From an optimization exercise on the open Yosys and OpenROAD flow, aimed at small area, a short achievable clock period and few clock cycles per item; shortcuts taken in it are not production practice.
In this exercise RTL edits were held to simulation tests only and were not proved equivalent to the original.

==> run A: inputs <==
Design exprgrad_matmul, start of the top module:
module exprgrad_matmul(
  input  wire        clock,
  input  wire        reset,
  input  wire        start,
  input  wire        wr_en,
  input  wire        wr_sel,
  input  wire [3:0]  wr_addr,
  input  wire [15:0] wr_data,
  input  wire [3:0]  rd_addr,
  output wire [15:0] rd_data,
  output wire        done
);
  reg [15:0] ma  [0:15];    
  reg [15:0] mb  [0:15];    
  reg [15:0] mc  [0:15];    
  reg [15:0] acc [0:15];    
  reg        busy;          
  reg        done_r;
  reg        slow;          
  reg [3:0]  rp;            
  reg [15:0] mask;          
  reg        poison;        
  reg [3:0]  empty;         
  reg        v0;
  reg [1:0]  j0;
  reg [7:0]  b_one, b_two, b_neg;    
  reg [15:0] a0 [0:3];      
  reg        fin0;
  reg        copy;          
  wire ready = ~busy;
  wire we    = wr_en & ready;
  wire we_a  = we & ~wr_sel;
  wire we_b  = we & wr_sel;
  wire go    = start & ready;
  wire fast  = ~poison & (&mask);
  wire [3:0] sel = slow ? rp : wr_addr;    
  integer i, n;
  wire [15:0] din = slow ? mb[rp] : wr_data;
  reg  [7:0]  e_one, e_two, e_neg;
  always @* begin
    for (i = 0; i < 8; i = i + 1) begin : enc
      reg bm1, bb0, bb1;
      bm1 = (i == 0) ? 1'b0 : din[2*i-1];
      bb0 = din[2*i];
      bb1 = din[2*i+1];
      e_one[i] = bb0 ^ bm1;
      e_two[i] = (bb1 & ~bb0 & ~bm1) | (~bb1 & bb0 & bm1);
      e_neg[i] = bb1 & ~(bb0 & bm1);
    end
  end
  wire [15:0] mac_y [0:3];
  genvar g;
  generate
    for (g = 0; g < 4; g = g + 1) begin : unit
      fxmac m(.a(a0[g]), .c(empty[j0] ? 16'd0 : acc[g*4+j0]),
              .one(b_one), .two(b_two), .neg(b_neg), .y(mac_y[g]));
  ...
export LEC_CHECK = 0
export CAP_MARGIN = 20
export CORE_MARGIN = 2
export CORE_UTILIZATION = 68
export CTS_BUF_LIST = sky130_fd_sc_hd__clkbuf_4 sky130_fd_sc_hd__clkbuf_8
export CTS_CLUSTER_DIAMETER = 50
export CTS_CLUSTER_SIZE = 16
export PLACE_DENSITY = 0.8
export SETUP_SLACK_MARGIN = 5.0
export SLEW_MARGIN = 20
create_clock -name core_clock -period 11.0 [get_ports {clock}]
run.sh (not shown) runs the stock make flow with config.mk's settings and CLKGATE_MAP_FILE= SYNTH_SCRIPT=/design/flow/synth_recipe.tcl, a recipe that flattens the netlist after the stock synthesis.
==> inputs of run Z, as changes to run A <==
- CORE_UTILIZATION: 68 -> 55
- PLACE_DENSITY: 0.8 -> 0.7
==> qor summary <==
Run status: run Z no timing/DRC/antenna violations; run A no timing/DRC/antenna violations
Via count of the first global-routing pass: run Z 39300; run A 39800
Delay of the slowest critical-path stage: run Z 0.30 ns; run A 0.57 ns
Chip width: run Z 346 µm; run A 311 µm
Aggregate routed wire length: run Z 176000 µm; run A 175000 µm
Area used by multi-input combinational logic: run Z 28400 µm²; run A 28400 µm²
Starting DRC count in detailed routing: run Z 5081; run A 6340
Post_cts resized: run Z 185; run A 158
Post-route clock skew: run Z 0.0436 ns; run A 0.0460 ns
Fraction of area in multi-input gates: run Z 40.5%; run A 40.8%
Sequential portion of the cell area: run Z 47.5%; run A 48.0%
Final net count: run Z 5204; run A 5169
Layout cell share with drive strength beyond 1: run Z 16.5%; run A 15.5%
Count of plain and timing-repair buffers in the layout: run Z 259; run A 228
Final core utilization: run Z 60.5%; run A 74.4%
Slack of the critical path: run Z 4.96 ns; run A 4.88 ns
Testbench counts of run A, summed over its fixed seeds: cycles 1,740, jobs 48.
Testbench counts of run Z, summed over its fixed seeds: cycles 1,740, jobs 48.

---

==> v4 <==
Another version of the RTL of exprgrad_matmul (not shown whole).
Design exprgrad_matmul, start of the top module:
module exprgrad_matmul(
  input  wire        clock,
  input  wire        reset,
  input  wire        start,
  input  wire        wr_en,
  input  wire        wr_sel,
  input  wire [3:0]  wr_addr,
  input  wire [15:0] wr_data,
  input  wire [3:0]  rd_addr,
  output wire [15:0] rd_data,
  output wire        done
);
==> module exprgrad_matmul, before the edit <==
module exprgrad_matmul(
  input  wire        clock,
  input  wire        reset,
  input  wire        start,
  input  wire        wr_en,
  input  wire        wr_sel,
  input  wire [3:0]  wr_addr,
  input  wire [15:0] wr_data,
  input  wire [3:0]  rd_addr,
  output wire [15:0] rd_data,
  output wire        done
);
  reg [15:0] ma  [0:15];    
  reg [15:0] mb  [0:15];    
  reg [15:0] mc  [0:15];    
  reg [15:0] acc [0:15];    
  reg        busy;          
  reg        done_r;
  reg        slow;          
  reg [3:0]  rp;            
  reg [15:0] mask;          
  reg        poison;        
  reg [3:0]  empty;         
  reg        v0;
  reg [1:0]  j0;
  reg [7:0]  b_one, b_two, b_neg;    
  reg [15:0] a0 [0:3];      
  reg        fin0;
  reg        copy;          
  wire ready = ~busy;
  wire we    = wr_en & ready;
  wire we_a  = we & ~wr_sel;
  wire we_b  = we & wr_sel;
  wire go    = start & ready;
  wire fast  = ~poison & (&mask);
  wire [3:0] sel = slow ? rp : wr_addr;    
  integer i, n;
  wire [15:0] din = slow ? mb[rp] : wr_data;
  reg  [7:0]  e_one, e_two, e_neg;
  always @* begin
    for (i = 0; i < 8; i = i + 1) begin : enc
      reg bm1, bb0, bb1;
      bm1 = (i == 0) ? 1'b0 : din[2*i-1];
      bb0 = din[2*i];
      bb1 = din[2*i+1];
      e_one[i] = bb0 ^ bm1;
      e_two[i] = (bb1 & ~bb0 & ~bm1) | (~bb1 & bb0 & bm1);
      e_neg[i] = bb1 & ~(bb0 & bm1);
    end
  end
  wire [15:0] mac_y [0:3];
  genvar g;
  generate
    for (g = 0; g < 4; g = g + 1) begin : unit
      fxmac m(.a(a0[g]), .c(empty[j0] ? 16'd0 : acc[g*4+j0]),
              .one(b_one), .two(b_two), .neg(b_neg), .y(mac_y[g]));
    end
  endgenerate
  reg [15:0] acc_d [0:15];
  always @* begin
    for (n = 0; n < 16; n = n + 1)
      acc_d[n] = acc[n];
    if (v0)
      for (i = 0; i < 4; i = i + 1)
        acc_d[i*4+j0] = mac_y[i];
  end
  always @(posedge clock) begin
    if (reset) begin
      busy <= 1'b0;
      done_r <= 1'b0;
      slow <= 1'b0;
      mask <= 16'd0;
      poison <= 1'b0;
      empty <= 4'hf;
      v0 <= 1'b0;
      fin0 <= 1'b0;
      copy <= 1'b0;
    end else begin
      v0 <= we_b | slow;
      fin0 <= slow & (rp == 4'd15);
      copy <= fin0;
      if (v0) empty[j0] <= 1'b0;
      if (we_a && (mask[{wr_addr[1:0], 2'b00} +: 4] != 4'd0)) poison <= 1'b1;
      if (we_b) begin
        if (mask[wr_addr]) poison <= 1'b1;
        mask[wr_addr] <= 1'b1;
      end
      if (slow && rp == 4'd15) slow <= 1'b0;
      if (go) begin
        busy <= 1'b1;
        done_r <= 1'b0;
        if (fast) begin
          copy <= 1'b1;
        end else begin
          slow <= 1'b1;
          empty <= 4'hf;
        end
      end
      if (copy) begin
        busy <= 1'b0;
        done_r <= 1'b1;
        mask <= 16'd0;
        poison <= 1'b0;
        empty <= 4'hf;
      end
    end
  end
  always @(posedge clock) begin
    if (go) rp <= 4'd0;
    else if (slow) rp <= rp + 4'd1;
  end
  always @(posedge clock) begin
    j0 <= sel[1:0];
    b_one <= e_one;
    b_two <= e_two;
    b_neg <= e_neg;
    for (i = 0; i < 4; i = i + 1)
      a0[i] <= ma[i*4+sel[3:2]];
  end
  always @(posedge clock) begin
    if (we_a) ma[wr_addr] <= wr_data;
    if (we_b) mb[wr_addr] <= wr_data;
    for (n = 0; n < 16; n = n + 1) begin
      acc[n] <= acc_d[n];
      if (copy) mc[n] <= acc[n];
    end
  end
  assign rd_data = mc[rd_addr];
  assign done = done_r;
endmodule
Settings: LEC_CHECK=0, CAP_MARGIN=20, CORE_MARGIN=2, CORE_UTILIZATION=55, CTS_BUF_LIST=sky130_fd_sc_hd__clkbuf_4 sky130_fd_sc_hd__clkbuf_8, PLACE_DENSITY=0.7, SETUP_SLACK_MARGIN=5.0, SLEW_MARGIN=20; clock period 11.0 ns.
==> inputs of v33, as changes to v4 <==
--- a/flow/design.v
+++ b/flow/design.v
@@ -25,3 +25,3 @@
   reg [1:0]  j0;
-  reg [7:0]  b_one, b_two, b_neg;    
+  reg [15:0] d0;
   reg [15:0] a0 [0:3];      
@@ -37,4 +37,3 @@
   integer i, n;
-  wire [15:0] din = slow ? mb[rp] : wr_data;
-  reg  [7:0]  e_one, e_two, e_neg;
+  reg [7:0] b_one, b_two, b_neg;
   always @* begin
@@ -42,8 +41,8 @@
       reg bm1, bb0, bb1;
-      bm1 = (i == 0) ? 1'b0 : din[2*i-1];
-      bb0 = din[2*i];
-      bb1 = din[2*i+1];
-      e_one[i] = bb0 ^ bm1;
-      e_two[i] = (bb1 & ~bb0 & ~bm1) | (~bb1 & bb0 & bm1);
-      e_neg[i] = bb1 & ~(bb0 & bm1);
+      bm1 = (i == 0) ? 1'b0 : d0[2*i-1];
+      bb0 = d0[2*i];
+      bb1 = d0[2*i+1];
+      b_one[i] = bb0 ^ bm1;
+      b_two[i] = (bb1 & ~bb0 & ~bm1) | (~bb1 & bb0 & bm1);
+      b_neg[i] = bb1 & ~(bb0 & bm1);
     end
@@ -113,5 +112,3 @@
     j0 <= sel[1:0];
-    b_one <= e_one;
-    b_two <= e_two;
-    b_neg <= e_neg;
+    d0 <= slow ? mb[rp] : wr_data;
     for (i = 0; i < 4; i = i + 1)
Settings changed: CTS_BUF_LIST sky130_fd_sc_hd__clkbuf_4 sky130_fd_sc_hd__clkbuf_8 to not set, SETUP_SLACK_MARGIN 5.0 to 4.8.
==> inputs of v13, as changes to v4 <==
Settings changed: TNS_END_PERCENT set to 5.
==> impl_metrics.py <==
metrics = {
    "outcome": {
        "status": "no timing/DRC/antenna violations",
    },
    "die": {
        "initial_core_util_pct": 55.58,
    },
    "setup_path": {
        "cp.depth": 10,
        "cp_top_family": "buffers and inverters",
    },
    "sta": {
        "post-route-period-util_pct": 56.80,
        "worst_pin_slew_ns": 1.169,
    },
    "final_layout": {
        "nClkBuffers": 246,
        "seq_area_share_pct": 46.30,
        "antennaDiodeCount": 2,
        "finish.instance_area_um2": 71980,
    },
    "clock_network": {
        "root_buffer": "clkbuf_8",
    },
    "logic_synthesis": {
        "synthMuxAreaShare_pct": 8.371,
    },
}
That was v13.
==> impl_metrics.py <==
metrics = {
    "setup_path": {
        "r2r_start": "j0[0]",
        "cp.depth": 22,
        "cp_top_family": "adder cells",
    },
    "final_layout": {
        "seq_area_share_pct": 45.78,
        "inv_count": 498,
        "nClkBuffers": 242,
        "antennaDiodeCount": 2,
        "finish.instance_area_um2": 72810,
    },
    "outcome": {
        "status": "no timing/DRC/antenna violations",
    },
    "logic_synthesis": {
        "synthMuxAreaShare_pct": 8.371,
    },
    "sta": {
        "worst_pin_slew_ns": 1.251,
    },
    "clock_network": {
        "root_buffer": "clkbuf_8",
    },
    "die": {
        "initial_core_util_pct": 55.58,
    },
}
That was v4.
==> impl_metrics.py <==
metrics = {
    "outcome": {
        "status": "no timing/DRC/antenna violations",
    },
    "final_layout": {
        "seq_area_share_pct": 45.02,
        "finish.instance_area_um2": 73580,
        "nClkBuffers": 138,
        "antennaDiodeCount": 5,
    },
    "setup_path": {
        "cp.depth": 11,
    },
    "die": {
        "initial_core_util_pct": 55.43,
    },
    "clock_network": {
        "root_buffer": "clkbuf_16",
        "h-tree-depth": 3,
    },
    "logic_synthesis": {
        "synthMuxAreaShare_pct": 8.783,
    },
    "sta": {
        "worst_pin_slew_ns": 1.088,
    },
    "drt": {
        "met2WireLength_mm": 88.07,
    },
}
That was v33.
Testbench counts of v4, summed over its fixed seeds: cycles 1,740, jobs 48.
Testbench counts of v33, summed over its fixed seeds: cycles 1,740, jobs 48.
Testbench counts of v13, summed over its fixed seeds: cycles 1,740, jobs 48.

separate check: timing with driven ports:
The flow's constraints put no driver on any port. The routed layouts listed below were extracted and timed again, unchanged, in two steps.
Step 1 assumes that a clkbuf_16 drives the clock port and a buf_2 every other input.
Step 2 adds t to the input delays and takes it off the output delays; t is the mean of the earliest and latest rising clock arrival at the registers after step 1. Input paths then give back, and output paths get back, about the clock's delay inside the block.
a / b / c = ideal / step 1 / step 2; a / b = the first two.
run	t, ns	slack for setup (ns)	worst setup path after step 2	worst slew at a driven data input, ns	cell pins on the clock port's net
run A	0.843	4.877 / 4.835 / 4.835	input to output	0.06	1
run Z	0.845	4.958 / 4.902 / 4.902	input to output	0.06	1
v4	0.944	4.928 / 4.928 / 4.928	register to register	0.06	1
v33	0.799	4.779 / 4.729 / 4.729	input to output	0.06	1
v13	0.915	4.752 / 4.725 / 4.725	input to output	0.04	1
After both steps setup and hold are still met in every run listed. For run Z, which loses most, drivers alone change the setup slack by -0.056 ns; drivers and shift together by -0.056 ns.
